What follows belongs to an exercise in optimizing a design on an open flow for small area, a short achievable clock period and few clock cycles per item; a production flow would make more cautious choices. Function was checked by simulation only, so behaviour that the tests miss may differ from the original.

==> flow/design.v (outline; a module is shown in full before it is edited, if it fits) <==
// module sin_coeff_lut: 30 lines
// module sin_datapath: 557 lines
// module sin_fa: 10 lines
// module sin_ha: 9 lines
// module sin_add31: 130 lines
// module sin: 55 lines
// module sin_booth_enc: 16 lines
// module sin_rsel: 17 lines
module sin (
    input  logic        clk,
    input  logic        rst_n,
    input  logic [15:0] x,
    input  logic        start,
    output logic [15:0] result,
    output logic        done
);
  // ...
==> flow/run.sh <==
#!/bin/bash
# synth_recipe.tcl (not shown) runs the flow's synth.tcl, then flattens the netlist and writes it again
# the make line also repeats each setting of config.mk as NAME=value (left out here)
make -C /OpenROAD-flow-scripts/flow DESIGN_CONFIG=/design/flow/config.mk WORK_HOME=/design/flow/orfs CLKGATE_MAP_FILE= SYNTH_SCRIPT=/design/flow/synth_recipe.tcl finish
==> flow/config.mk <==
export PLATFORM = sky130hd
export DESIGN_NAME = sin
export DESIGN_NICKNAME = sin
export VERILOG_FILES = /design/flow/design.v
export SDC_FILE = /design/flow/constraint.sdc
export NUM_CORES = 4
export LEC_CHECK = 0
export CAP_MARGIN = 20
export CORE_MARGIN = 2
export CORE_UTILIZATION = 40
export CTS_BUF_LIST = sky130_fd_sc_hd__clkbuf_4 sky130_fd_sc_hd__clkbuf_8
export SETUP_SLACK_MARGIN = 4.25
export SLEW_MARGIN = 20
export SYNTH_HIERARCHICAL = 1
export SYNTH_MINIMUM_KEEP_SIZE = 0
==> flow/constraint.sdc <==
create_clock -name core_clock -period 9.5 [get_ports {clk}]
set_input_delay 1.9000 -clock core_clock [delete_from_list [all_inputs] [get_ports {clk}]]
set_output_delay 1.9000 -clock core_clock [all_outputs]
set_load 0.01 [all_outputs]
==> out/metrics.csv, run 1 <==
stage,metric,value,unit
critical_path,r2r_start,ra[11],
clock_network,ctsRootBufferMaster,clkbuf_8,
drt,dr.first_iter.drc_count,736,
global_route,grt_util_met3,3.753,%
timing,period_needed,5132,ps
clock_network,cts_resized,61,
layout,largest_reg_flops,16,
clock_network,cts_tree,yes,
timing,setup_violations,0,
timing,slew_viol_final,0,
floorplanning,num_rows,65,
drt,num_vias,10687,
global_route,grt_util_all_layers,23.64,%
drt,route.met3.wl,2187,um
logic_synthesis,syn_nets,1654,
layout,n_fill_cell,2985,
floorplanning,pin_count,36,
global_route,use_met1,32.15,%
layout,clock_cell_area_share,1.376,%
timing,setup_ws,4368,ps
min_path,holdCritPathClass,reg -> reg,
min_path,worstHoldPathCells,0,
layout,dominant_cells,multi-input combinational cells,
min_path,min_to,st[4],
layout,final_area,14730,sq um
timing,setup-tns-final,0,ps
timing,worstMarginPinSlew,964.1,ps
timing,relSlewSlack,35.73,%
timing,skew,10.03,ps
global_route,top_usage_layer,met2,
drt,wl_met2,18230,um
status,status,finished clean,
Testbench counts, summed over its fixed seeds: cycles 1,428, items 384.
==> module sin_datapath, before the edit <==
module sin_datapath (
    input  logic [14:0] ma,
    input  logic [7:0]  b_one,
    input  logic [7:0]  b_two,
    input  logic [6:0]  b_neg,
    input  logic [15:0] acc,
    input  logic        cadd,
    output logic [15:0] p,
    input  logic [14:0] a,
    output logic [12:0] t1
);
wire pp1 = ((b_one[0] & ma[0])) ^ b_neg[0];
wire pp2 = ((b_one[0] & ma[1]) | (b_two[0] & ma[0])) ^ b_neg[0];
wire pp3 = ((b_one[0] & ma[2]) | (b_two[0] & ma[1])) ^ b_neg[0];
wire pp4 = ((b_one[0] & ma[3]) | (b_two[0] & ma[2])) ^ b_neg[0];
wire pp5 = ((b_one[0] & ma[4]) | (b_two[0] & ma[3])) ^ b_neg[0];
wire pp6 = ((b_one[0] & ma[5]) | (b_two[0] & ma[4])) ^ b_neg[0];
wire pp7 = ((b_one[0] & ma[6]) | (b_two[0] & ma[5])) ^ b_neg[0];
wire pp8 = ((b_one[0] & ma[7]) | (b_two[0] & ma[6])) ^ b_neg[0];
wire pp9 = ((b_one[0] & ma[8]) | (b_two[0] & ma[7])) ^ b_neg[0];
wire pp10 = ((b_one[0] & ma[9]) | (b_two[0] & ma[8])) ^ b_neg[0];
wire pp11 = ((b_one[0] & ma[10]) | (b_two[0] & ma[9])) ^ b_neg[0];
wire pp12 = ((b_one[0] & ma[11]) | (b_two[0] & ma[10])) ^ b_neg[0];
wire pp13 = ((b_one[0] & ma[12]) | (b_two[0] & ma[11])) ^ b_neg[0];
wire pp14 = ((b_one[0] & ma[13]) | (b_two[0] & ma[12])) ^ b_neg[0];
wire pp15 = ((b_one[0] & ma[14]) | (b_two[0] & ma[13])) ^ b_neg[0];
wire pp16 = ((b_two[0] & ma[14])) ^ b_neg[0];
wire pp17 = ((b_one[1] & ma[0])) ^ b_neg[1];
wire pp18 = ((b_one[1] & ma[1]) | (b_two[1] & ma[0])) ^ b_neg[1];
wire pp19 = ((b_one[1] & ma[2]) | (b_two[1] & ma[1])) ^ b_neg[1];
wire pp20 = ((b_one[1] & ma[3]) | (b_two[1] & ma[2])) ^ b_neg[1];
wire pp21 = ((b_one[1] & ma[4]) | (b_two[1] & ma[3])) ^ b_neg[1];
wire pp22 = ((b_one[1] & ma[5]) | (b_two[1] & ma[4])) ^ b_neg[1];
wire pp23 = ((b_one[1] & ma[6]) | (b_two[1] & ma[5])) ^ b_neg[1];
wire pp24 = ((b_one[1] & ma[7]) | (b_two[1] & ma[6])) ^ b_neg[1];
wire pp25 = ((b_one[1] & ma[8]) | (b_two[1] & ma[7])) ^ b_neg[1];
wire pp26 = ((b_one[1] & ma[9]) | (b_two[1] & ma[8])) ^ b_neg[1];
wire pp27 = ((b_one[1] & ma[10]) | (b_two[1] & ma[9])) ^ b_neg[1];
wire pp28 = ((b_one[1] & ma[11]) | (b_two[1] & ma[10])) ^ b_neg[1];
wire pp29 = ((b_one[1] & ma[12]) | (b_two[1] & ma[11])) ^ b_neg[1];
wire pp30 = ((b_one[1] & ma[13]) | (b_two[1] & ma[12])) ^ b_neg[1];
wire pp31 = ((b_one[1] & ma[14]) | (b_two[1] & ma[13])) ^ b_neg[1];
wire pp32 = ((b_two[1] & ma[14])) ^ b_neg[1];
wire pp33 = ((b_one[2] & ma[0])) ^ b_neg[2];
wire pp34 = ((b_one[2] & ma[1]) | (b_two[2] & ma[0])) ^ b_neg[2];
wire pp35 = ((b_one[2] & ma[2]) | (b_two[2] & ma[1])) ^ b_neg[2];
wire pp36 = ((b_one[2] & ma[3]) | (b_two[2] & ma[2])) ^ b_neg[2];
wire pp37 = ((b_one[2] & ma[4]) | (b_two[2] & ma[3])) ^ b_neg[2];
wire pp38 = ((b_one[2] & ma[5]) | (b_two[2] & ma[4])) ^ b_neg[2];
wire pp39 = ((b_one[2] & ma[6]) | (b_two[2] & ma[5])) ^ b_neg[2];
wire pp40 = ((b_one[2] & ma[7]) | (b_two[2] & ma[6])) ^ b_neg[2];
wire pp41 = ((b_one[2] & ma[8]) | (b_two[2] & ma[7])) ^ b_neg[2];
wire pp42 = ((b_one[2] & ma[9]) | (b_two[2] & ma[8])) ^ b_neg[2];
wire pp43 = ((b_one[2] & ma[10]) | (b_two[2] & ma[9])) ^ b_neg[2];
wire pp44 = ((b_one[2] & ma[11]) | (b_two[2] & ma[10])) ^ b_neg[2];
wire pp45 = ((b_one[2] & ma[12]) | (b_two[2] & ma[11])) ^ b_neg[2];
wire pp46 = ((b_one[2] & ma[13]) | (b_two[2] & ma[12])) ^ b_neg[2];
wire pp47 = ((b_one[2] & ma[14]) | (b_two[2] & ma[13])) ^ b_neg[2];
wire pp48 = ((b_two[2] & ma[14])) ^ b_neg[2];
wire pp49 = ((b_one[3] & ma[0])) ^ b_neg[3];
wire pp50 = ((b_one[3] & ma[1]) | (b_two[3] & ma[0])) ^ b_neg[3];
wire pp51 = ((b_one[3] & ma[2]) | (b_two[3] & ma[1])) ^ b_neg[3];
wire pp52 = ((b_one[3] & ma[3]) | (b_two[3] & ma[2])) ^ b_neg[3];
wire pp53 = ((b_one[3] & ma[4]) | (b_two[3] & ma[3])) ^ b_neg[3];
wire pp54 = ((b_one[3] & ma[5]) | (b_two[3] & ma[4])) ^ b_neg[3];
wire pp55 = ((b_one[3] & ma[6]) | (b_two[3] & ma[5])) ^ b_neg[3];
wire pp56 = ((b_one[3] & ma[7]) | (b_two[3] & ma[6])) ^ b_neg[3];
wire pp57 = ((b_one[3] & ma[8]) | (b_two[3] & ma[7])) ^ b_neg[3];
wire pp58 = ((b_one[3] & ma[9]) | (b_two[3] & ma[8])) ^ b_neg[3];
wire pp59 = ((b_one[3] & ma[10]) | (b_two[3] & ma[9])) ^ b_neg[3];
wire pp60 = ((b_one[3] & ma[11]) | (b_two[3] & ma[10])) ^ b_neg[3];
wire pp61 = ((b_one[3] & ma[12]) | (b_two[3] & ma[11])) ^ b_neg[3];
wire pp62 = ((b_one[3] & ma[13]) | (b_two[3] & ma[12])) ^ b_neg[3];
wire pp63 = ((b_one[3] & ma[14]) | (b_two[3] & ma[13])) ^ b_neg[3];
wire pp64 = ((b_two[3] & ma[14])) ^ b_neg[3];
wire pp65 = ((b_one[4] & ma[0])) ^ b_neg[4];
wire pp66 = ((b_one[4] & ma[1]) | (b_two[4] & ma[0])) ^ b_neg[4];
wire pp67 = ((b_one[4] & ma[2]) | (b_two[4] & ma[1])) ^ b_neg[4];
wire pp68 = ((b_one[4] & ma[3]) | (b_two[4] & ma[2])) ^ b_neg[4];
wire pp69 = ((b_one[4] & ma[4]) | (b_two[4] & ma[3])) ^ b_neg[4];
wire pp70 = ((b_one[4] & ma[5]) | (b_two[4] & ma[4])) ^ b_neg[4];
wire pp71 = ((b_one[4] & ma[6]) | (b_two[4] & ma[5])) ^ b_neg[4];
wire pp72 = ((b_one[4] & ma[7]) | (b_two[4] & ma[6])) ^ b_neg[4];
wire pp73 = ((b_one[4] & ma[8]) | (b_two[4] & ma[7])) ^ b_neg[4];
wire pp74 = ((b_one[4] & ma[9]) | (b_two[4] & ma[8])) ^ b_neg[4];
wire pp75 = ((b_one[4] & ma[10]) | (b_two[4] & ma[9])) ^ b_neg[4];
wire pp76 = ((b_one[4] & ma[11]) | (b_two[4] & ma[10])) ^ b_neg[4];
wire pp77 = ((b_one[4] & ma[12]) | (b_two[4] & ma[11])) ^ b_neg[4];
wire pp78 = ((b_one[4] & ma[13]) | (b_two[4] & ma[12])) ^ b_neg[4];
wire pp79 = ((b_one[4] & ma[14]) | (b_two[4] & ma[13])) ^ b_neg[4];
wire pp80 = ((b_two[4] & ma[14])) ^ b_neg[4];
wire pp81 = ((b_one[5] & ma[0])) ^ b_neg[5];
wire pp82 = ((b_one[5] & ma[1]) | (b_two[5] & ma[0])) ^ b_neg[5];
wire pp83 = ((b_one[5] & ma[2]) | (b_two[5] & ma[1])) ^ b_neg[5];
wire pp84 = ((b_one[5] & ma[3]) | (b_two[5] & ma[2])) ^ b_neg[5];
wire pp85 = ((b_one[5] & ma[4]) | (b_two[5] & ma[3])) ^ b_neg[5];
wire pp86 = ((b_one[5] & ma[5]) | (b_two[5] & ma[4])) ^ b_neg[5];
wire pp87 = ((b_one[5] & ma[6]) | (b_two[5] & ma[5])) ^ b_neg[5];
wire pp88 = ((b_one[5] & ma[7]) | (b_two[5] & ma[6])) ^ b_neg[5];
wire pp89 = ((b_one[5] & ma[8]) | (b_two[5] & ma[7])) ^ b_neg[5];
wire pp90 = ((b_one[5] & ma[9]) | (b_two[5] & ma[8])) ^ b_neg[5];
wire pp91 = ((b_one[5] & ma[10]) | (b_two[5] & ma[9])) ^ b_neg[5];
wire pp92 = ((b_one[5] & ma[11]) | (b_two[5] & ma[10])) ^ b_neg[5];
wire pp93 = ((b_one[5] & ma[12]) | (b_two[5] & ma[11])) ^ b_neg[5];
wire pp94 = ((b_one[5] & ma[13]) | (b_two[5] & ma[12])) ^ b_neg[5];
wire pp95 = ((b_one[5] & ma[14]) | (b_two[5] & ma[13])) ^ b_neg[5];
wire pp96 = ((b_two[5] & ma[14])) ^ b_neg[5];
wire pp97 = ((b_one[6] & ma[0])) ^ b_neg[6];
wire pp98 = ((b_one[6] & ma[1]) | (b_two[6] & ma[0])) ^ b_neg[6];
wire pp99 = ((b_one[6] & ma[2]) | (b_two[6] & ma[1])) ^ b_neg[6];
wire pp100 = ((b_one[6] & ma[3]) | (b_two[6] & ma[2])) ^ b_neg[6];
wire pp101 = ((b_one[6] & ma[4]) | (b_two[6] & ma[3])) ^ b_neg[6];
wire pp102 = ((b_one[6] & ma[5]) | (b_two[6] & ma[4])) ^ b_neg[6];
wire pp103 = ((b_one[6] & ma[6]) | (b_two[6] & ma[5])) ^ b_neg[6];
wire pp104 = ((b_one[6] & ma[7]) | (b_two[6] & ma[6])) ^ b_neg[6];
wire pp105 = ((b_one[6] & ma[8]) | (b_two[6] & ma[7])) ^ b_neg[6];
wire pp106 = ((b_one[6] & ma[9]) | (b_two[6] & ma[8])) ^ b_neg[6];
wire pp107 = ((b_one[6] & ma[10]) | (b_two[6] & ma[9])) ^ b_neg[6];
wire pp108 = ((b_one[6] & ma[11]) | (b_two[6] & ma[10])) ^ b_neg[6];
wire pp109 = ((b_one[6] & ma[12]) | (b_two[6] & ma[11])) ^ b_neg[6];
wire pp110 = ((b_one[6] & ma[13]) | (b_two[6] & ma[12])) ^ b_neg[6];
wire pp111 = ((b_one[6] & ma[14]) | (b_two[6] & ma[13])) ^ b_neg[6];
wire pp112 = ((b_two[6] & ma[14])) ^ b_neg[6];
wire pp113 = (b_one[7] & ma[0]);
wire pp114 = (b_one[7] & ma[1]) | (b_two[7] & ma[0]);
wire pp115 = (b_one[7] & ma[2]) | (b_two[7] & ma[1]);
wire pp116 = (b_one[7] & ma[3]) | (b_two[7] & ma[2]);
wire pp117 = (b_one[7] & ma[4]) | (b_two[7] & ma[3]);
wire pp118 = (b_one[7] & ma[5]) | (b_two[7] & ma[4]);
wire pp119 = (b_one[7] & ma[6]) | (b_two[7] & ma[5]);
wire pp120 = (b_one[7] & ma[7]) | (b_two[7] & ma[6]);
wire pp121 = (b_one[7] & ma[8]) | (b_two[7] & ma[7]);
wire pp122 = (b_one[7] & ma[9]) | (b_two[7] & ma[8]);
wire pp123 = (b_one[7] & ma[10]) | (b_two[7] & ma[9]);
wire pp124 = (b_one[7] & ma[11]) | (b_two[7] & ma[10]);
wire pp125 = (b_one[7] & ma[12]) | (b_two[7] & ma[11]);
wire pp126 = (b_one[7] & ma[13]) | (b_two[7] & ma[12]);
wire pp127 = (b_one[7] & ma[14]) | (b_two[7] & ma[13]);
wire pp128 = (b_two[7] & ma[14]);
wire s129, c129;
sin_ha u129 (.a(pp9), .b(pp23), .s(s129), .co(c129));
wire s130, c130;
sin_ha u130 (.a(pp10), .b(pp24), .s(s130), .co(c130));
wire s131, c131;
sin_fa u131 (.a(pp11), .b(pp25), .c(pp39), .s(s131), .co(c131));
wire s132, c132;
sin_ha u132 (.a(pp53), .b(pp67), .s(s132), .co(c132));
wire s133, c133;
sin_fa u133 (.a(pp12), .b(pp26), .c(pp40), .s(s133), .co(c133));
wire s134, c134;
sin_ha u134 (.a(pp54), .b(pp68), .s(s134), .co(c134));
wire s135, c135;
sin_fa u135 (.a(pp13), .b(pp27), .c(pp41), .s(s135), .co(c135));
wire s136, c136;
sin_fa u136 (.a(pp55), .b(pp69), .c(pp83), .s(s136), .co(c136));
wire s137, c137;
sin_ha u137 (.a(pp97), .b(b_neg[6]), .s(s137), .co(c137));
wire s138, c138;
sin_fa u138 (.a(pp14), .b(pp28), .c(pp42), .s(s138), .co(c138));
wire s139, c139;
sin_fa u139 (.a(pp56), .b(pp70), .c(pp84), .s(s139), .co(c139));
wire s140, c140;
sin_ha u140 (.a(pp98), .b(cadd), .s(s140), .co(c140));
wire s141, c141;
sin_fa u141 (.a(pp15), .b(pp29), .c(pp43), .s(s141), .co(c141));
wire s142, c142;
sin_fa u142 (.a(pp57), .b(pp71), .c(pp85), .s(s142), .co(c142));
wire s143, c143;
sin_fa u143 (.a(pp99), .b(pp113), .c(cadd), .s(s143), .co(c143));
wire s144, c144;
sin_fa u144 (.a(pp16), .b(pp30), .c(pp44), .s(s144), .co(c144));
wire s145, c145;
sin_fa u145 (.a(pp58), .b(pp72), .c(pp86), .s(s145), .co(c145));
wire s146, c146;
sin_fa u146 (.a(pp100), .b(pp114), .c(acc[0]), .s(s146), .co(c146));
wire s147, c147;
sin_fa u147 (.a(b_neg[0]), .b(pp31), .c(pp45), .s(s147), .co(c147));
wire s148, c148;
sin_fa u148 (.a(pp59), .b(pp73), .c(pp87), .s(s148), .co(c148));
wire s149, c149;
sin_fa u149 (.a(pp101), .b(pp115), .c(acc[1]), .s(s149), .co(c149));
wire s150, c150;
sin_fa u150 (.a(b_neg[0]), .b(pp32), .c(pp46), .s(s150), .co(c150));
wire s151, c151;
sin_fa u151 (.a(pp60), .b(pp74), .c(pp88), .s(s151), .co(c151));
wire s152, c152;
sin_fa u152 (.a(pp102), .b(pp116), .c(acc[2]), .s(s152), .co(c152));
wire s153, c153;
sin_fa u153 (.a(~b_neg[0]), .b(~b_neg[1]), .c(pp47), .s(s153), .co(c153));
wire s154, c154;
sin_fa u154 (.a(pp61), .b(pp75), .c(pp89), .s(s154), .co(c154));
wire s155, c155;
sin_fa u155 (.a(pp103), .b(pp117), .c(acc[3]), .s(s155), .co(c155));
wire s156, c156;
sin_fa u156 (.a(pp48), .b(pp62), .c(pp76), .s(s156), .co(c156));
wire s157, c157;
sin_fa u157 (.a(pp90), .b(pp104), .c(pp118), .s(s157), .co(c157));
wire s158 = ~acc[4];
wire s159, c159;
sin_fa u159 (.a(~b_neg[2]), .b(pp63), .c(pp77), .s(s159), .co(c159));
wire s160, c160;
sin_fa u160 (.a(pp91), .b(pp105), .c(pp119), .s(s160), .co(c160));
wire s161, c161;
sin_fa u161 (.a(pp64), .b(pp78), .c(pp92), .s(s161), .co(c161));
wire s162, c162;
sin_ha u162 (.a(pp106), .b(pp120), .s(s162), .co(c162));
wire s163, c163;
sin_fa u163 (.a(~b_neg[3]), .b(pp79), .c(pp93), .s(s163), .co(c163));
wire s164, c164;
sin_ha u164 (.a(pp80), .b(pp94), .s(s164), .co(c164));
wire s165, c165;
sin_ha u165 (.a(pp5), .b(pp19), .s(s165), .co(c165));
wire s166, c166;
sin_ha u166 (.a(pp6), .b(pp20), .s(s166), .co(c166));
wire s167, c167;
sin_fa u167 (.a(pp7), .b(pp21), .c(pp35), .s(s167), .co(c167));
wire s168, c168;
sin_ha u168 (.a(pp49), .b(b_neg[3]), .s(s168), .co(c168));
wire s169, c169;
sin_fa u169 (.a(pp8), .b(pp22), .c(pp36), .s(s169), .co(c169));
wire s170, c170;
sin_ha u170 (.a(pp50), .b(cadd), .s(s170), .co(c170));
wire s171, c171;
sin_fa u171 (.a(s129), .b(pp37), .c(pp51), .s(s171), .co(c171));
wire s172, c172;
sin_fa u172 (.a(pp65), .b(b_neg[4]), .c(cadd), .s(s172), .co(c172));
wire s173, c173;
sin_fa u173 (.a(s130), .b(pp38), .c(pp52), .s(s173), .co(c173));
wire s174, c174;
sin_fa u174 (.a(pp66), .b(cadd), .c(c129), .s(s174), .co(c174));
wire s175, c175;
sin_fa u175 (.a(s131), .b(s132), .c(pp81), .s(s175), .co(c175));
wire s176, c176;
sin_fa u176 (.a(b_neg[5]), .b(cadd), .c(c130), .s(s176), .co(c176));
wire s177, c177;
sin_fa u177 (.a(s133), .b(s134), .c(pp82), .s(s177), .co(c177));
wire s178, c178;
sin_fa u178 (.a(cadd), .b(c131), .c(c132), .s(s178), .co(c178));
wire s179, c179;
sin_fa u179 (.a(s135), .b(s136), .c(s137), .s(s179), .co(c179));
wire s180, c180;
sin_fa u180 (.a(cadd), .b(c133), .c(c134), .s(s180), .co(c180));
wire s181, c181;
sin_fa u181 (.a(s138), .b(s139), .c(s140), .s(s181), .co(c181));
wire s182, c182;
sin_fa u182 (.a(c135), .b(c136), .c(c137), .s(s182), .co(c182));
wire s183, c183;
sin_fa u183 (.a(s141), .b(s142), .c(s143), .s(s183), .co(c183));
wire s184, c184;
sin_fa u184 (.a(c138), .b(c139), .c(c140), .s(s184), .co(c184));
wire s185, c185;
sin_fa u185 (.a(s144), .b(s145), .c(s146), .s(s185), .co(c185));
wire s186, c186;
sin_fa u186 (.a(c141), .b(c142), .c(c143), .s(s186), .co(c186));
wire s187, c187;
sin_fa u187 (.a(s147), .b(s148), .c(s149), .s(s187), .co(c187));
wire s188, c188;
sin_fa u188 (.a(c144), .b(c145), .c(c146), .s(s188), .co(c188));
wire s189, c189;
sin_fa u189 (.a(s150), .b(s151), .c(s152), .s(s189), .co(c189));
wire s190, c190;
sin_fa u190 (.a(c147), .b(c148), .c(c149), .s(s190), .co(c190));
wire s191, c191;
sin_fa u191 (.a(s153), .b(s154), .c(s155), .s(s191), .co(c191));
wire s192, c192;
sin_fa u192 (.a(c150), .b(c151), .c(c152), .s(s192), .co(c192));
wire s193, c193;
sin_fa u193 (.a(s156), .b(s157), .c(s158), .s(s193), .co(c193));
wire s194, c194;
sin_fa u194 (.a(c153), .b(c154), .c(c155), .s(s194), .co(c194));
wire s195, c195;
sin_fa u195 (.a(s159), .b(s160), .c(acc[5]), .s(s195), .co(c195));
wire s196, c196;
sin_fa u196 (.a(c156), .b(c157), .c(acc[4]), .s(s196), .co(c196));
wire s197, c197;
sin_fa u197 (.a(s161), .b(s162), .c(acc[6]), .s(s197), .co(c197));
wire s198 = ~(c159 ^ c160);
wire c199 = c159 | c160;
wire s200, c200;
sin_fa u200 (.a(s163), .b(pp107), .c(pp121), .s(s200), .co(c200));
wire s201, c201;
sin_fa u201 (.a(acc[7]), .b(c161), .c(c162), .s(s201), .co(c201));
wire s202, c202;
sin_fa u202 (.a(s164), .b(pp108), .c(pp122), .s(s202), .co(c202));
wire s203 = ~(acc[8] ^ c163);
wire c204 = acc[8] | c163;
wire s205, c205;
sin_fa u205 (.a(~b_neg[4]), .b(pp95), .c(pp109), .s(s205), .co(c205));
wire s206, c206;
sin_fa u206 (.a(pp123), .b(acc[9]), .c(c164), .s(s206), .co(c206));
wire s207, c207;
sin_fa u207 (.a(pp96), .b(pp110), .c(pp124), .s(s207), .co(c207));
wire s208 = ~acc[10];
wire s209, c209;
sin_fa u209 (.a(~b_neg[5]), .b(pp111), .c(pp125), .s(s209), .co(c209));
wire s210, c210;
sin_ha u210 (.a(pp112), .b(pp126), .s(s210), .co(c210));
wire s211, c211;
sin_ha u211 (.a(pp3), .b(pp17), .s(s211), .co(c211));
wire s212, c212;
sin_ha u212 (.a(pp4), .b(pp18), .s(s212), .co(c212));
wire s213, c213;
sin_fa u213 (.a(s165), .b(pp33), .c(b_neg[2]), .s(s213), .co(c213));
wire s214, c214;
sin_fa u214 (.a(s166), .b(pp34), .c(cadd), .s(s214), .co(c214));
wire s215, c215;
sin_fa u215 (.a(s167), .b(s168), .c(cadd), .s(s215), .co(c215));
wire s216, c216;
sin_fa u216 (.a(s169), .b(s170), .c(c167), .s(s216), .co(c216));
wire s217, c217;
sin_fa u217 (.a(s171), .b(s172), .c(c169), .s(s217), .co(c217));
wire s218, c218;
sin_fa u218 (.a(s173), .b(s174), .c(c171), .s(s218), .co(c218));
wire s219, c219;
sin_fa u219 (.a(s175), .b(s176), .c(c173), .s(s219), .co(c219));
wire s220, c220;
sin_fa u220 (.a(s177), .b(s178), .c(c175), .s(s220), .co(c220));
wire s221, c221;
sin_fa u221 (.a(s179), .b(s180), .c(c177), .s(s221), .co(c221));
wire s222, c222;
sin_fa u222 (.a(s181), .b(s182), .c(c179), .s(s222), .co(c222));
wire s223, c223;
sin_fa u223 (.a(s183), .b(s184), .c(c181), .s(s223), .co(c223));
wire s224, c224;
sin_fa u224 (.a(s185), .b(s186), .c(c183), .s(s224), .co(c224));
wire s225, c225;
sin_fa u225 (.a(s187), .b(s188), .c(c185), .s(s225), .co(c225));
wire s226, c226;
sin_fa u226 (.a(s189), .b(s190), .c(c187), .s(s226), .co(c226));
wire s227, c227;
sin_fa u227 (.a(s191), .b(s192), .c(c189), .s(s227), .co(c227));
wire s228, c228;
sin_fa u228 (.a(s193), .b(s194), .c(c191), .s(s228), .co(c228));
wire s229, c229;
sin_fa u229 (.a(s195), .b(s196), .c(c193), .s(s229), .co(c229));
wire s230, c230;
sin_fa u230 (.a(s197), .b(s198), .c(c195), .s(s230), .co(c230));
wire s231, c231;
sin_fa u231 (.a(s200), .b(s201), .c(c197), .s(s231), .co(c231));
wire s232, c232;
sin_fa u232 (.a(s202), .b(s203), .c(c200), .s(s232), .co(c232));
wire s233, c233;
sin_fa u233 (.a(s205), .b(s206), .c(c202), .s(s233), .co(c233));
wire s234, c234;
sin_fa u234 (.a(s207), .b(s208), .c(c205), .s(s234), .co(c234));
wire s235, c235;
sin_fa u235 (.a(s209), .b(acc[11]), .c(c207), .s(s235), .co(c235));
wire s236 = ~(s210 ^ acc[12]);
wire c237 = s210 | acc[12];
wire s238, c238;
sin_fa u238 (.a(~b_neg[6]), .b(pp127), .c(acc[13]), .s(s238), .co(c238));
wire s239, c239;
sin_ha u239 (.a(pp128), .b(acc[14]), .s(s239), .co(c239));
wire s240, c240;
sin_ha u240 (.a(pp1), .b(b_neg[0]), .s(s240), .co(c240));
wire s241, c241;
sin_ha u241 (.a(pp2), .b(cadd), .s(s241), .co(c241));
wire s242, c242;
sin_fa u242 (.a(s211), .b(b_neg[1]), .c(cadd), .s(s242), .co(c242));
wire s243, c243;
sin_fa u243 (.a(s212), .b(cadd), .c(c211), .s(s243), .co(c243));
wire s244, c244;
sin_fa u244 (.a(s213), .b(cadd), .c(c212), .s(s244), .co(c244));
wire s245, c245;
sin_fa u245 (.a(s214), .b(c165), .c(c213), .s(s245), .co(c245));
wire s246, c246;
sin_fa u246 (.a(s215), .b(c166), .c(c214), .s(s246), .co(c246));
wire s247, c247;
sin_fa u247 (.a(s216), .b(c168), .c(c215), .s(s247), .co(c247));
wire s248, c248;
sin_fa u248 (.a(s217), .b(c170), .c(c216), .s(s248), .co(c248));
wire s249, c249;
sin_fa u249 (.a(s218), .b(c172), .c(c217), .s(s249), .co(c249));
wire s250, c250;
sin_fa u250 (.a(s219), .b(c174), .c(c218), .s(s250), .co(c250));
wire s251, c251;
sin_fa u251 (.a(s220), .b(c176), .c(c219), .s(s251), .co(c251));
wire s252, c252;
sin_fa u252 (.a(s221), .b(c178), .c(c220), .s(s252), .co(c252));
wire s253, c253;
sin_fa u253 (.a(s222), .b(c180), .c(c221), .s(s253), .co(c253));
wire s254, c254;
sin_fa u254 (.a(s223), .b(c182), .c(c222), .s(s254), .co(c254));
wire s255, c255;
sin_fa u255 (.a(s224), .b(c184), .c(c223), .s(s255), .co(c255));
wire s256, c256;
sin_fa u256 (.a(s225), .b(c186), .c(c224), .s(s256), .co(c256));
wire s257, c257;
sin_fa u257 (.a(s226), .b(c188), .c(c225), .s(s257), .co(c257));
wire s258, c258;
sin_fa u258 (.a(s227), .b(c190), .c(c226), .s(s258), .co(c258));
wire s259, c259;
sin_fa u259 (.a(s228), .b(c192), .c(c227), .s(s259), .co(c259));
wire s260, c260;
sin_fa u260 (.a(s229), .b(c194), .c(c228), .s(s260), .co(c260));
wire s261, c261;
sin_fa u261 (.a(s230), .b(c196), .c(c229), .s(s261), .co(c261));
wire s262, c262;
sin_fa u262 (.a(s231), .b(c199), .c(c230), .s(s262), .co(c262));
wire s263, c263;
sin_fa u263 (.a(s232), .b(c201), .c(c231), .s(s263), .co(c263));
wire s264, c264;
sin_fa u264 (.a(s233), .b(c204), .c(c232), .s(s264), .co(c264));
wire s265, c265;
sin_fa u265 (.a(s234), .b(c206), .c(c233), .s(s265), .co(c265));
wire s266, c266;
sin_fa u266 (.a(s235), .b(acc[10]), .c(c234), .s(s266), .co(c266));
wire s267, c267;
sin_fa u267 (.a(s236), .b(c209), .c(c235), .s(s267), .co(c267));
wire s268, c268;
sin_fa u268 (.a(s238), .b(c210), .c(c237), .s(s268), .co(c268));
wire s269 = ~(s239 ^ c238);
wire c270 = s239 | c238;
wire s271 = ~(acc[15] ^ c239);
wire c272 = acc[15] | c239;
wire [30:0] pa = {s271, s269, s268, s267, s266, s265, s264, s263, s262, s261, s260, s259, s258, s257, s256, s255, s254, s253, s252, s251, s250, s249, s248, s247, s246, s245, s244, s243, s242, s241, s240};
wire [30:0] pb = {c270, c268, c267, c266, c265, c264, c263, c262, c261, c260, c259, c258, c257, c256, c255, c254, c253, c252, c251, c250, c249, c248, c247, c246, c245, c244, c243, c242, c241, c240, cadd};
wire [30:0] ps;
assign ps[14:0] = 15'd0;
sin_add31 add (.a(pa), .b(pb), .s(ps[30:15]));
assign p = ps[30:15];
wire s100001, c100001;
sin_ha u100001 (.a(a[12]), .b(a[10]), .s(s100001), .co(c100001));
wire s100002, c100002;
sin_fa u100002 (.a(a[13]), .b(a[11]), .c(a[9]), .s(s100002), .co(c100002));
wire s100003, c100003;
sin_fa u100003 (.a(a[14]), .b(a[12]), .c(a[10]), .s(s100003), .co(c100003));
wire s100004, c100004;
sin_ha u100004 (.a(a[13]), .b(a[11]), .s(s100004), .co(c100004));
wire s100005, c100005;
sin_ha u100005 (.a(a[14]), .b(a[12]), .s(s100005), .co(c100005));
wire s100006, c100006;
sin_ha u100006 (.a(a[8]), .b(a[6]), .s(s100006), .co(c100006));
wire s100007, c100007;
sin_fa u100007 (.a(a[9]), .b(a[7]), .c(a[5]), .s(s100007), .co(c100007));
wire s100008, c100008;
sin_fa u100008 (.a(a[10]), .b(a[8]), .c(a[6]), .s(s100008), .co(c100008));
wire s100009, c100009;
sin_ha u100009 (.a(a[4]), .b(a[2]), .s(s100009), .co(c100009));
wire s100010, c100010;
sin_fa u100010 (.a(a[11]), .b(a[9]), .c(a[7]), .s(s100010), .co(c100010));
wire s100011, c100011;
sin_fa u100011 (.a(a[5]), .b(a[3]), .c(a[1]), .s(s100011), .co(c100011));
wire s100012, c100012;
sin_fa u100012 (.a(s100001), .b(a[8]), .c(a[6]), .s(s100012), .co(c100012));
wire s100013, c100013;
sin_fa u100013 (.a(a[4]), .b(a[2]), .c(a[0]), .s(s100013), .co(c100013));
wire s100014, c100014;
sin_fa u100014 (.a(s100002), .b(a[7]), .c(a[5]), .s(s100014), .co(c100014));
wire s100015, c100015;
sin_fa u100015 (.a(a[3]), .b(a[1]), .c(c100001), .s(s100015), .co(c100015));
wire s100016, c100016;
sin_fa u100016 (.a(s100003), .b(a[8]), .c(a[6]), .s(s100016), .co(c100016));
wire s100017, c100017;
sin_fa u100017 (.a(a[4]), .b(a[2]), .c(c100002), .s(s100017), .co(c100017));
wire s100018, c100018;
sin_fa u100018 (.a(s100004), .b(a[9]), .c(a[7]), .s(s100018), .co(c100018));
wire s100019, c100019;
sin_fa u100019 (.a(a[5]), .b(a[3]), .c(c100003), .s(s100019), .co(c100019));
wire s100020, c100020;
sin_fa u100020 (.a(s100005), .b(a[10]), .c(a[8]), .s(s100020), .co(c100020));
wire s100021, c100021;
sin_fa u100021 (.a(a[6]), .b(a[4]), .c(c100004), .s(s100021), .co(c100021));
wire s100022, c100022;
sin_fa u100022 (.a(a[13]), .b(a[11]), .c(a[9]), .s(s100022), .co(c100022));
wire s100023, c100023;
sin_fa u100023 (.a(a[7]), .b(a[5]), .c(c100005), .s(s100023), .co(c100023));
wire s100024, c100024;
sin_fa u100024 (.a(a[14]), .b(a[12]), .c(a[10]), .s(s100024), .co(c100024));
wire s100025, c100025;
sin_ha u100025 (.a(a[8]), .b(a[6]), .s(s100025), .co(c100025));
wire s100026, c100026;
sin_fa u100026 (.a(a[13]), .b(a[11]), .c(a[9]), .s(s100026), .co(c100026));
wire s100027, c100027;
sin_ha u100027 (.a(a[14]), .b(a[12]), .s(s100027), .co(c100027));
wire s100028, c100028;
sin_ha u100028 (.a(a[6]), .b(a[4]), .s(s100028), .co(c100028));
wire s100029, c100029;
sin_fa u100029 (.a(a[7]), .b(a[5]), .c(a[3]), .s(s100029), .co(c100029));
wire s100030, c100030;
sin_fa u100030 (.a(s100006), .b(a[4]), .c(a[2]), .s(s100030), .co(c100030));
wire s100031, c100031;
sin_fa u100031 (.a(s100007), .b(a[3]), .c(a[1]), .s(s100031), .co(c100031));
wire s100032, c100032;
sin_fa u100032 (.a(s100008), .b(s100009), .c(a[0]), .s(s100032), .co(c100032));
wire s100033, c100033;
sin_fa u100033 (.a(s100010), .b(s100011), .c(c100008), .s(s100033), .co(c100033));
wire s100034, c100034;
sin_fa u100034 (.a(s100012), .b(s100013), .c(c100010), .s(s100034), .co(c100034));
wire s100035, c100035;
sin_fa u100035 (.a(s100014), .b(s100015), .c(c100012), .s(s100035), .co(c100035));
wire s100036, c100036;
sin_fa u100036 (.a(s100016), .b(s100017), .c(c100014), .s(s100036), .co(c100036));
wire s100037, c100037;
sin_fa u100037 (.a(s100018), .b(s100019), .c(c100016), .s(s100037), .co(c100037));
wire s100038, c100038;
sin_fa u100038 (.a(s100020), .b(s100021), .c(c100018), .s(s100038), .co(c100038));
wire s100039, c100039;
sin_fa u100039 (.a(s100022), .b(s100023), .c(c100020), .s(s100039), .co(c100039));
wire s100040, c100040;
sin_fa u100040 (.a(s100024), .b(s100025), .c(c100022), .s(s100040), .co(c100040));
wire s100041, c100041;
sin_fa u100041 (.a(s100026), .b(a[7]), .c(c100024), .s(s100041), .co(c100041));
wire s100042, c100042;
sin_fa u100042 (.a(s100027), .b(a[10]), .c(a[8]), .s(s100042), .co(c100042));
wire s100043, c100043;
sin_fa u100043 (.a(a[13]), .b(a[11]), .c(a[9]), .s(s100043), .co(c100043));
wire s100044, c100044;
sin_ha u100044 (.a(a[14]), .b(a[12]), .s(s100044), .co(c100044));
wire s100045, c100045;
sin_ha u100045 (.a(a[4]), .b(a[2]), .s(s100045), .co(c100045));
wire s100046, c100046;
sin_fa u100046 (.a(a[5]), .b(a[3]), .c(a[1]), .s(s100046), .co(c100046));
wire s100047, c100047;
sin_fa u100047 (.a(s100028), .b(a[2]), .c(a[0]), .s(s100047), .co(c100047));
wire s100048, c100048;
sin_fa u100048 (.a(s100029), .b(a[1]), .c(c100028), .s(s100048), .co(c100048));
wire s100049, c100049;
sin_fa u100049 (.a(s100030), .b(a[0]), .c(c100029), .s(s100049), .co(c100049));
wire s100050, c100050;
sin_fa u100050 (.a(s100031), .b(c100006), .c(c100030), .s(s100050), .co(c100050));
wire s100051, c100051;
sin_fa u100051 (.a(s100032), .b(c100007), .c(c100031), .s(s100051), .co(c100051));
wire s100052, c100052;
sin_fa u100052 (.a(s100033), .b(c100009), .c(c100032), .s(s100052), .co(c100052));
wire s100053, c100053;
sin_fa u100053 (.a(s100034), .b(c100011), .c(c100033), .s(s100053), .co(c100053));
wire s100054, c100054;
sin_fa u100054 (.a(s100035), .b(c100013), .c(c100034), .s(s100054), .co(c100054));
wire s100055, c100055;
sin_fa u100055 (.a(s100036), .b(c100015), .c(c100035), .s(s100055), .co(c100055));
wire s100056, c100056;
sin_fa u100056 (.a(s100037), .b(c100017), .c(c100036), .s(s100056), .co(c100056));
wire s100057, c100057;
sin_fa u100057 (.a(s100038), .b(c100019), .c(c100037), .s(s100057), .co(c100057));
wire s100058, c100058;
sin_fa u100058 (.a(s100039), .b(c100021), .c(c100038), .s(s100058), .co(c100058));
wire s100059, c100059;
sin_fa u100059 (.a(s100040), .b(c100023), .c(c100039), .s(s100059), .co(c100059));
wire s100060, c100060;
sin_fa u100060 (.a(s100041), .b(c100025), .c(c100040), .s(s100060), .co(c100060));
wire s100061, c100061;
sin_fa u100061 (.a(s100042), .b(c100026), .c(c100041), .s(s100061), .co(c100061));
wire s100062, c100062;
sin_fa u100062 (.a(s100043), .b(c100027), .c(c100042), .s(s100062), .co(c100062));
wire s100063, c100063;
sin_fa u100063 (.a(s100044), .b(a[10]), .c(c100043), .s(s100063), .co(c100063));
wire s100064, c100064;
sin_fa u100064 (.a(a[13]), .b(a[11]), .c(c100044), .s(s100064), .co(c100064));
wire s100065, c100065;
sin_ha u100065 (.a(a[14]), .b(a[12]), .s(s100065), .co(c100065));
wire [27:0] t1w_a = {1'b0, a[14], a[13], s100065, s100064, s100063, s100062, s100061, s100060, s100059, s100058, s100057, s100056, s100055, s100054, s100053, s100052, s100051, s100050, s100049, s100048, s100047, s100046, s100045, a[3], a[2], a[1], a[0]};
wire [27:0] t1w_b = {1'b0, 1'b0, c100065, c100064, c100063, c100062, c100061, c100060, c100059, c100058, c100057, c100056, c100055, c100054, c100053, c100052, c100051, c100050, c100049, c100048, c100047, c100046, c100045, a[0], a[1], a[0], 1'b0, 1'b0};
wire [27:0] t1w_s = t1w_a + t1w_b;
wire [12:0] t1w = t1w_s[27:15];
assign t1 = t1w;
endmodule
==> run 2: changes to the inputs <==
--- a/flow/design.v
+++ b/flow/design.v
@@ -579,10 +579,177 @@
 sin_fa u100064 (.a(a[13]), .b(a[11]), .c(c100044), .s(s100064), .co(c100064));
 wire s100065, c100065;
 sin_ha u100065 (.a(a[14]), .b(a[12]), .s(s100065), .co(c100065));
-wire [27:0] t1w_a = {1'b0, a[14], a[13], s100065, s100064, s100063, s100062, s100061, s100060, s100059, s100058, s100057, s100056, s100055, s100054, s100053, s100052, s100051, s100050, s100049, s100048, s100047, s100046, s100045, a[3], a[2], a[1], a[0]};
-wire [27:0] t1w_b = {1'b0, 1'b0, c100065, c100064, c100063, c100062, c100061, c100060, c100059, c100058, c100057, c100056, c100055, c100054, c100053, c100052, c100051, c100050, c100049, c100048, c100047, c100046, c100045, a[0], a[1], a[0], 1'b0, 1'b0};
-wire [27:0] t1w_s = t1w_a + t1w_b;
-wire [12:0] t1w = t1w_s[27:15];
+wire qp100066 = a[0] ^ 1'b0;
+wire qp100067 = a[1] ^ 1'b0;
+wire qp100068 = a[2] ^ a[0];
+wire qp100069 = a[3] ^ a[1];
+wire qp100070 = s100045 ^ a[0];
+wire qp100071 = s100046 ^ c100045;
+wire qp100072 = s100047 ^ c100046;
+wire qp100073 = s100048 ^ c100047;
+wire qp100074 = s100049 ^ c100048;
+wire qp100075 = s100050 ^ c100049;
+wire qp100076 = s100051 ^ c100050;
+wire qp100077 = s100052 ^ c100051;
+wire qp100078 = s100053 ^ c100052;
+wire qp100079 = s100054 ^ c100053;
+wire qp100080 = s100055 ^ c100054;
+wire qp100081 = s100056 ^ c100055;
+wire qp100082 = s100057 ^ c100056;
+wire qp100083 = s100058 ^ c100057;
+wire qp100084 = s100059 ^ c100058;
+wire qp100085 = s100060 ^ c100059;
+wire qp100086 = s100061 ^ c100060;
+wire qp100087 = s100062 ^ c100061;
+wire qp100088 = s100063 ^ c100062;
+wire qp100089 = s100064 ^ c100063;
+wire qp100090 = s100065 ^ c100064;
+wire qp100091 = a[13] ^ c100065;
+wire qp100092 = a[14] ^ 1'b0;
+wire qp100093 = 1'b0 ^ 1'b0;
+wire qg100094 = a[0] & 1'b0;
+wire qg100095 = a[1] & 1'b0;
+wire qg100096 = a[2] & a[0];
+wire qg100097 = a[3] & a[1];
+wire qg100098 = s100045 & a[0];
+wire qg100099 = s100046 & c100045;
+wire qg100100 = s100047 & c100046;
+wire qg100101 = s100048 & c100047;
+wire qg100102 = s100049 & c100048;
+wire qg100103 = s100050 & c100049;
+wire qg100104 = s100051 & c100050;
+wire qg100105 = s100052 & c100051;
+wire qg100106 = s100053 & c100052;
+wire qg100107 = s100054 & c100053;
+wire qg100108 = s100055 & c100054;
+wire qg100109 = s100056 & c100055;
+wire qg100110 = s100057 & c100056;
+wire qg100111 = s100058 & c100057;
+wire qg100112 = s100059 & c100058;
+wire qg100113 = s100060 & c100059;
+wire qg100114 = s100061 & c100060;
+wire qg100115 = s100062 & c100061;
+wire qg100116 = s100063 & c100062;
+wire qg100117 = s100064 & c100063;
+wire qg100118 = s100065 & c100064;
+wire qg100119 = a[13] & c100065;
+wire qg100120 = a[14] & 1'b0;
+wire qg100121 = 1'b0 & 1'b0;
+wire qG100122 = qg100095 | (qp100067 & qg100094);
+wire qG100123 = qg100097 | (qp100069 & qg100096);
+wire qP100124 = qp100069 & qp100068;
+wire qG100125 = qg100099 | (qp100071 & qg100098);
+wire qP100126 = qp100071 & qp100070;
+wire qG100127 = qg100101 | (qp100073 & qg100100);
+wire qP100128 = qp100073 & qp100072;
+wire qG100129 = qg100103 | (qp100075 & qg100102);
+wire qP100130 = qp100075 & qp100074;
+wire qG100131 = qg100105 | (qp100077 & qg100104);
+wire qP100132 = qp100077 & qp100076;
+wire qG100133 = qg100107 | (qp100079 & qg100106);
+wire qP100134 = qp100079 & qp100078;
+wire qG100135 = qg100109 | (qp100081 & qg100108);
+wire qP100136 = qp100081 & qp100080;
+wire qG100137 = qg100111 | (qp100083 & qg100110);
+wire qP100138 = qp100083 & qp100082;
+wire qG100139 = qg100113 | (qp100085 & qg100112);
+wire qP100140 = qp100085 & qp100084;
+wire qG100141 = qg100115 | (qp100087 & qg100114);
+wire qP100142 = qp100087 & qp100086;
+wire qG100143 = qg100117 | (qp100089 & qg100116);
+wire qP100144 = qp100089 & qp100088;
+wire qG100145 = qg100119 | (qp100091 & qg100118);
+wire qP100146 = qp100091 & qp100090;
+wire qG100147 = qg100121 | (qp100093 & qg100120);
+wire qP100148 = qp100093 & qp100092;
+wire qG100149 = qg100096 | (qp100068 & qG100122);
+wire qG100150 = qG100123 | (qP100124 & qG100122);
+wire qG100151 = qg100100 | (qp100072 & qG100125);
+wire qP100152 = qp100072 & qP100126;
+wire qG100153 = qG100127 | (qP100128 & qG100125);
+wire qP100154 = qP100128 & qP100126;
+wire qG100155 = qg100104 | (qp100076 & qG100129);
+wire qP100156 = qp100076 & qP100130;
+wire qG100157 = qG100131 | (qP100132 & qG100129);
+wire qP100158 = qP100132 & qP100130;
+wire qG100159 = qg100108 | (qp100080 & qG100133);
+wire qP100160 = qp100080 & qP100134;
+wire qG100161 = qG100135 | (qP100136 & qG100133);
+wire qP100162 = qP100136 & qP100134;
+wire qG100163 = qg100112 | (qp100084 & qG100137);
+wire qP100164 = qp100084 & qP100138;
+wire qG100165 = qG100139 | (qP100140 & qG100137);
+wire qP100166 = qP100140 & qP100138;
+wire qG100167 = qg100116 | (qp100088 & qG100141);
+wire qP100168 = qp100088 & qP100142;
+wire qG100169 = qG100143 | (qP100144 & qG100141);
+wire qP100170 = qP100144 & qP100142;
+wire qG100171 = qg100120 | (qp100092 & qG100145);
+wire qP100172 = qp100092 & qP100146;
+wire qG100173 = qG100147 | (qP100148 & qG100145);
+wire qP100174 = qP100148 & qP100146;
+wire qG100175 = qg100098 | (qp100070 & qG100150);
+wire qG100176 = qG100125 | (qP100126 & qG100150);
+wire qG100177 = qG100151 | (qP100152 & qG100150);
+wire qG100178 = qG100153 | (qP100154 & qG100150);
+wire qG100179 = qg100106 | (qp100078 & qG100157);
+wire qP100180 = qp100078 & qP100158;
+wire qG100181 = qG100133 | (qP100134 & qG100157);
+wire qP100182 = qP100134 & qP100158;
+wire qG100183 = qG100159 | (qP100160 & qG100157);
+wire qP100184 = qP100160 & qP100158;
+wire qG100185 = qG100161 | (qP100162 & qG100157);
+wire qP100186 = qP100162 & qP100158;
+wire qG100187 = qg100114 | (qp100086 & qG100165);
+wire qP100188 = qp100086 & qP100166;
+wire qG100189 = qG100141 | (qP100142 & qG100165);
+wire qP100190 = qP100142 & qP100166;
+wire qG100191 = qG100167 | (qP100168 & qG100165);
+wire qP100192 = qP100168 & qP100166;
+wire qG100193 = qG100169 | (qP100170 & qG100165);
+wire qP100194 = qP100170 & qP100166;
+wire qG100195 = qg100102 | (qp100074 & qG100178);
+wire qG100196 = qG100129 | (qP100130 & qG100178);
+wire qG100197 = qG100155 | (qP100156 & qG100178);
+wire qG100198 = qG100157 | (qP100158 & qG100178);
+wire qG100199 = qG100179 | (qP100180 & qG100178);
+wire qG100200 = qG100181 | (qP100182 & qG100178);
+wire qG100201 = qG100183 | (qP100184 & qG100178);
+wire qG100202 = qG100185 | (qP100186 & qG100178);
+wire qG100203 = qg100118 | (qp100090 & qG100193);
+wire qP100204 = qp100090 & qP100194;
+wire qG100205 = qG100145 | (qP100146 & qG100193);
+wire qP100206 = qP100146 & qP100194;
+wire qG100207 = qG100171 | (qP100172 & qG100193);
+wire qP100208 = qP100172 & qP100194;
+wire qG100209 = qG100173 | (qP100174 & qG100193);
+wire qP100210 = qP100174 & qP100194;
+wire qG100211 = qg100110 | (qp100082 & qG100202);
+wire qG100212 = qG100137 | (qP100138 & qG100202);
+wire qG100213 = qG100163 | (qP100164 & qG100202);
+wire qG100214 = qG100165 | (qP100166 & qG100202);
+wire qG100215 = qG100187 | (qP100188 & qG100202);
+wire qG100216 = qG100189 | (qP100190 & qG100202);
+wire qG100217 = qG100191 | (qP100192 & qG100202);
+wire qG100218 = qG100193 | (qP100194 & qG100202);
+wire qG100219 = qG100203 | (qP100204 & qG100202);
+wire qG100220 = qG100205 | (qP100206 & qG100202);
+wire qG100221 = qG100207 | (qP100208 & qG100202);
+wire qG100222 = qG100209 | (qP100210 & qG100202);
+wire qs100223 = qp100081 ^ qG100201;
+wire qs100224 = qp100082 ^ qG100202;
+wire qs100225 = qp100083 ^ qG100211;
+wire qs100226 = qp100084 ^ qG100212;
+wire qs100227 = qp100085 ^ qG100213;
+wire qs100228 = qp100086 ^ qG100214;
+wire qs100229 = qp100087 ^ qG100215;
+wire qs100230 = qp100088 ^ qG100216;
+wire qs100231 = qp100089 ^ qG100217;
+wire qs100232 = qp100090 ^ qG100218;
+wire qs100233 = qp100091 ^ qG100219;
+wire qs100234 = qp100092 ^ qG100220;
+wire qs100235 = qp100093 ^ qG100221;
+wire [12:0] t1w = {qs100235, qs100234, qs100233, qs100232, qs100231, qs100230, qs100229, qs100228, qs100227, qs100226, qs100225, qs100224, qs100223};
 assign t1 = t1w;
 endmodule
 module sin_fa (
--- a/flow/config.mk
+++ b/flow/config.mk
@@ -9,7 +9,7 @@
 export CORE_MARGIN = 2
 export CORE_UTILIZATION = 40
 export CTS_BUF_LIST = sky130_fd_sc_hd__clkbuf_4 sky130_fd_sc_hd__clkbuf_8
-export SETUP_SLACK_MARGIN = 4.25
+export SETUP_SLACK_MARGIN = 4.0
 export SLEW_MARGIN = 20
 export SYNTH_HIERARCHICAL = 1
 export SYNTH_MINIMUM_KEEP_SIZE = 0
==> run 2 against run 1 <==
  * Final area shrank 5.7%
  * Clock-buffer cell count shrank 3
  * Register-to-register slack lost 180 ps
  * Critical endpoint is now result[2]
==> out/metrics.csv, run 2 <==
stage,metric,value,unit,change
drt,postRouteWirelength,36070,um,was 38740 um
layout,reg_top3,"result: 16 flops, ra: 15 flops",,unchanged
min_path,worstHoldPathCells,1,,was 0
clock_network,cts.htree.levels,3,,unchanged
floorplanning,pin_count,36,,unchanged
logic_synthesis,netlist_instances,1344,,was 1356
logic_synthesis,ys_warn_count,9,,unchanged
clock_network,ctsRootBufferMaster,clkbuf_8,,unchanged
floorplanning,core_area,31470,sq um,was 31560 sq um
timing,hold_violations,0,,unchanged
layout,synthToLayoutAreaGrowth,8.950,%,was 15.04%
logic_synthesis,syn-cell-area,12750,sq um,was 12810 sq um
floorplanning,start_util,40.51,%,was 40.59%
placed_design,finalWeightedCongestion,0.8743,,was 0.9010
critical_path,cp_top_family,adder cells,,unchanged
critical_path,worst-path-buf-inv,1,,unchanged
global_route,grt_pass1_wl,58020,um,was 61710 um
job,max-cap-violations,0,,unchanged
drt,dr.first_iter.drc_count,787,,was 736
placed_design,pre_cts_ws,3207,ps,was 3523 ps
min_path,holdCritPathClass,reg -> reg,,unchanged
timing,fmax,188.4,MHz,was 194.9 MHz
clock_network,clkTransAtPathRegs,80,ps,was 70 ps
critical_path,cp.arrival,5410,ps,was 5240 ps
critical_path,cp-start-kind,flop,,unchanged
floorplanning,num_rows,65,,unchanged
logic_synthesis,avgSynthCellArea,9.486,sq um,was 9.445 sq um
layout,num_antenna_cells,0,,unchanged
clock_network,clockBufferDepth,2,,unchanged
layout,final_common_cell,fa_1,,unchanged
critical_path,max_stage_delay,590,ps,was 570 ps
global_route,grt_util_all_layers,22.13,%,was 23.64%
drt,ant_nets,0,,unchanged
global_route,grt_max_degree,27,,unchanged
layout,mostFrequentLayoutCells,"174 x fa_1, 151 x xnor2_1, 125 x nand2_1",,"was 171 x fa_1, 149 x xnor2_1, 129 x nand2_1"
layout,top_register,result,,unchanged
drt,drt-pass1-iter-count,5,,was 6
layout,n_fill_cell,3040,,was 2985
placed_design,io_buffers,34,,unchanged
clock_network,ctsHoldBuffers,0,,unchanged
timing,setup-tns-final,0,ps,unchanged
global_route,overflow,0,,unchanged
layout,multiInputGateArea,10610,sq um,was 11000 sq um
timing,holdWs,484.7,ps,was 466.5 ps
timing,period_needed,5307,ps,was 5132 ps
critical_path,crit_fanout,15,,was 6
timing,rsz0062_at_grt,no,,was yes
timing,setup_violations,0,,unchanged
timing,setup_ws,4193,ps,was 4368 ps
layout,nets,1624,,was 1686
clock_network,insertion_delay,360,ps,about the same
global_route,first_global_vias,10392,,was 11009
critical_path,reg2reg_depth,16,,unchanged
drt,num_vias,10120,,was 10687
floorplanning,dieWidth,182.5,um,was 182.9 um
critical_path,worst-path-stages,16,,unchanged
layout,regArea,1510,sq um,was 1536 sq um
status,status,finished clean,,unchanged
critical_path,cp-end-kind,flop,,unchanged
logic_synthesis,syn_nets,1642,,was 1654
clock_network,numCtsBuffers,9,,unchanged
drt,wl_per_cell,20.81,um,was 21.58 um
floorplanning,die_y,182.5,um,was 182.9 um
critical_path,cp_common_cell,fa_1,,unchanged
critical_path,crit_type,reg -> reg,,unchanged
placed_design,hpwl,26110,um,was 26230 um
drt,post-route-drc-count,0,,unchanged
timing,relSlewSlack,38.33,%,was 35.73%
layout,final_util,44.13,%,was 46.69%
critical_path,crit_required,9610,ps,about the same
layout,drive_gt1_share,11.65,%,was 16.58%
floorplanning,die_area,33320,sq um,was 33470 sq um
clock_network,cts_num_sinks,63,,unchanged
timing,skew,13.09,ps,was 10.03 ps
timing,worstMarginPinSlew,922.5,ps,was 964.1 ps
critical_path,critPathSlowestCell,dfxtp_2,,was fa_1
timing,fin_crit_sh,55.87,%,was 54.02%
layout,largest_reg_flops,16,,unchanged
timing,slew_viol_final,0,,unchanged
global_route,antenna_found_initial,0,,unchanged
critical_path,path_cells,a22oi_1 > xnor2_1 > fa_1 > fa_1 > fa_1 > fa_1 > ha_1 > nand3_1 > a31oi_1 > a211oi_2 > buf_4 > o21ai_2 > a21oi_1 > fa_1 > xnor2_1 > mux2_2,,was buf_12 > a22oi_1 > xnor2_1 > fa_1 > fa_1 > fa_1 > fa_1 > ha_4 > a21oi_2 > a31oi_2 > a211oi_2 > o211a_4 > o21ai_2 > a31oi_1 > xnor2_1 > mux2_2
clock_network,cts_tree,yes,,unchanged
drt,drt-vias-per-instance,5.840,,was 5.954
==> run 2: changes by cell type in the layout (fill, tap and decap cells not counted), moves of 7 or more <==
| cell | delta |
|---|---|
| buf_4 | -29 |
| ha_1 | +12 |
| ha_4 | -10 |
| dfxtp_4 | -9 |
| a22oi_2 | -8 |
| a22oi_1 | +7 |
==> run 2: layout make-up <==
class,instances,share of cell area [%]
sequential,63,10.87
timing repair buffer,78,6.179
clock buffer,10,0.9458
clock inverter,6,0.4414
multi-input combinational,1118,76.37
inverter,56,1.567
tap,402,3.621
==> run 2: metal layers <==
| layer | global-route usage (%) | wire (um) | up-vias |
|---|---|---|---|
| met5 | 0 | 0 | - |
| met1 | 31.00 | 16600 | 5096 |
| li1 | - | - | 4671 |
| met4 | 4.710 | 549 | 0 |
| met3 | 2.914 | 1973 | 43 |
| met2 | 36.59 | 16950 | 310 |
==> run 2: path summary, 6_finish.rpt <==
path / startpoint / to / slack, ps
max: b_two[5] / result[2] / 4190
max reg2reg: b_two[5] / result[2] / 4190
max in group asynchronous: rst_n / st[2] / 7590
min reg2reg: medr / st[3] / 480
min in group asynchronous: rst_n / st[4] / 1740
min: medr / st[3] / 480
==> run 2: metrics by stage <==
| stage | cells | area [sq um] |
|---|---|---|
| finish | 1733 | 13890 |
| global route | 1733 | 13890 |
| CTS | 1728 | 13640 |
| detailed placement | 1707 | 13280 |
| global placement | 1707 | 13280 |
| floorplan | 1344 | 12750 |
==> run 2: timing repair <==
item	CTS	global route
buffers inserted	5	1
pin swaps	0	12
resized for setup	48	41
cloned	0	4
endpoints found under the hold margin	0	0
setup endpoints to repair	47	29
Testbench counts of run 2, summed over its fixed seeds: cycles 1,428, items 384.

re-timing with driven ports:
The results above use ideal ports. As a check the final layouts listed here were re-extracted and re-timed, cells and wires unchanged.
Step 1: set_driving_cell puts a clkbuf_16 on clk and a buf_2 on each other input, an assumption about the parent block.
Step 2 also shifts input and output timing later by t, the mid clock arrival at the registers, as if the neighbouring blocks saw the same clock.
Three values: ideal, step 1, step 2; two values: the first two.
run	t, ns	setup WS [ns]	hold WS [ns]	slew at the worst register clock pin (ns)	worst data-port slew with drivers (ns)
run 1	0.392	4.368 / 4.368 / 4.017	0.467 / 0.467 / 0.467	0.08 / 0.08	0.03
run 2	0.385	4.193 / 4.193 / 3.990	0.485 / 0.485 / 0.485	0.08 / 0.08	0.04
After both steps setup and hold are still met in every run listed. The setup slack of run 1, which loses most, moves by 0.000 ns with the drivers and by -0.351 ns with both steps.
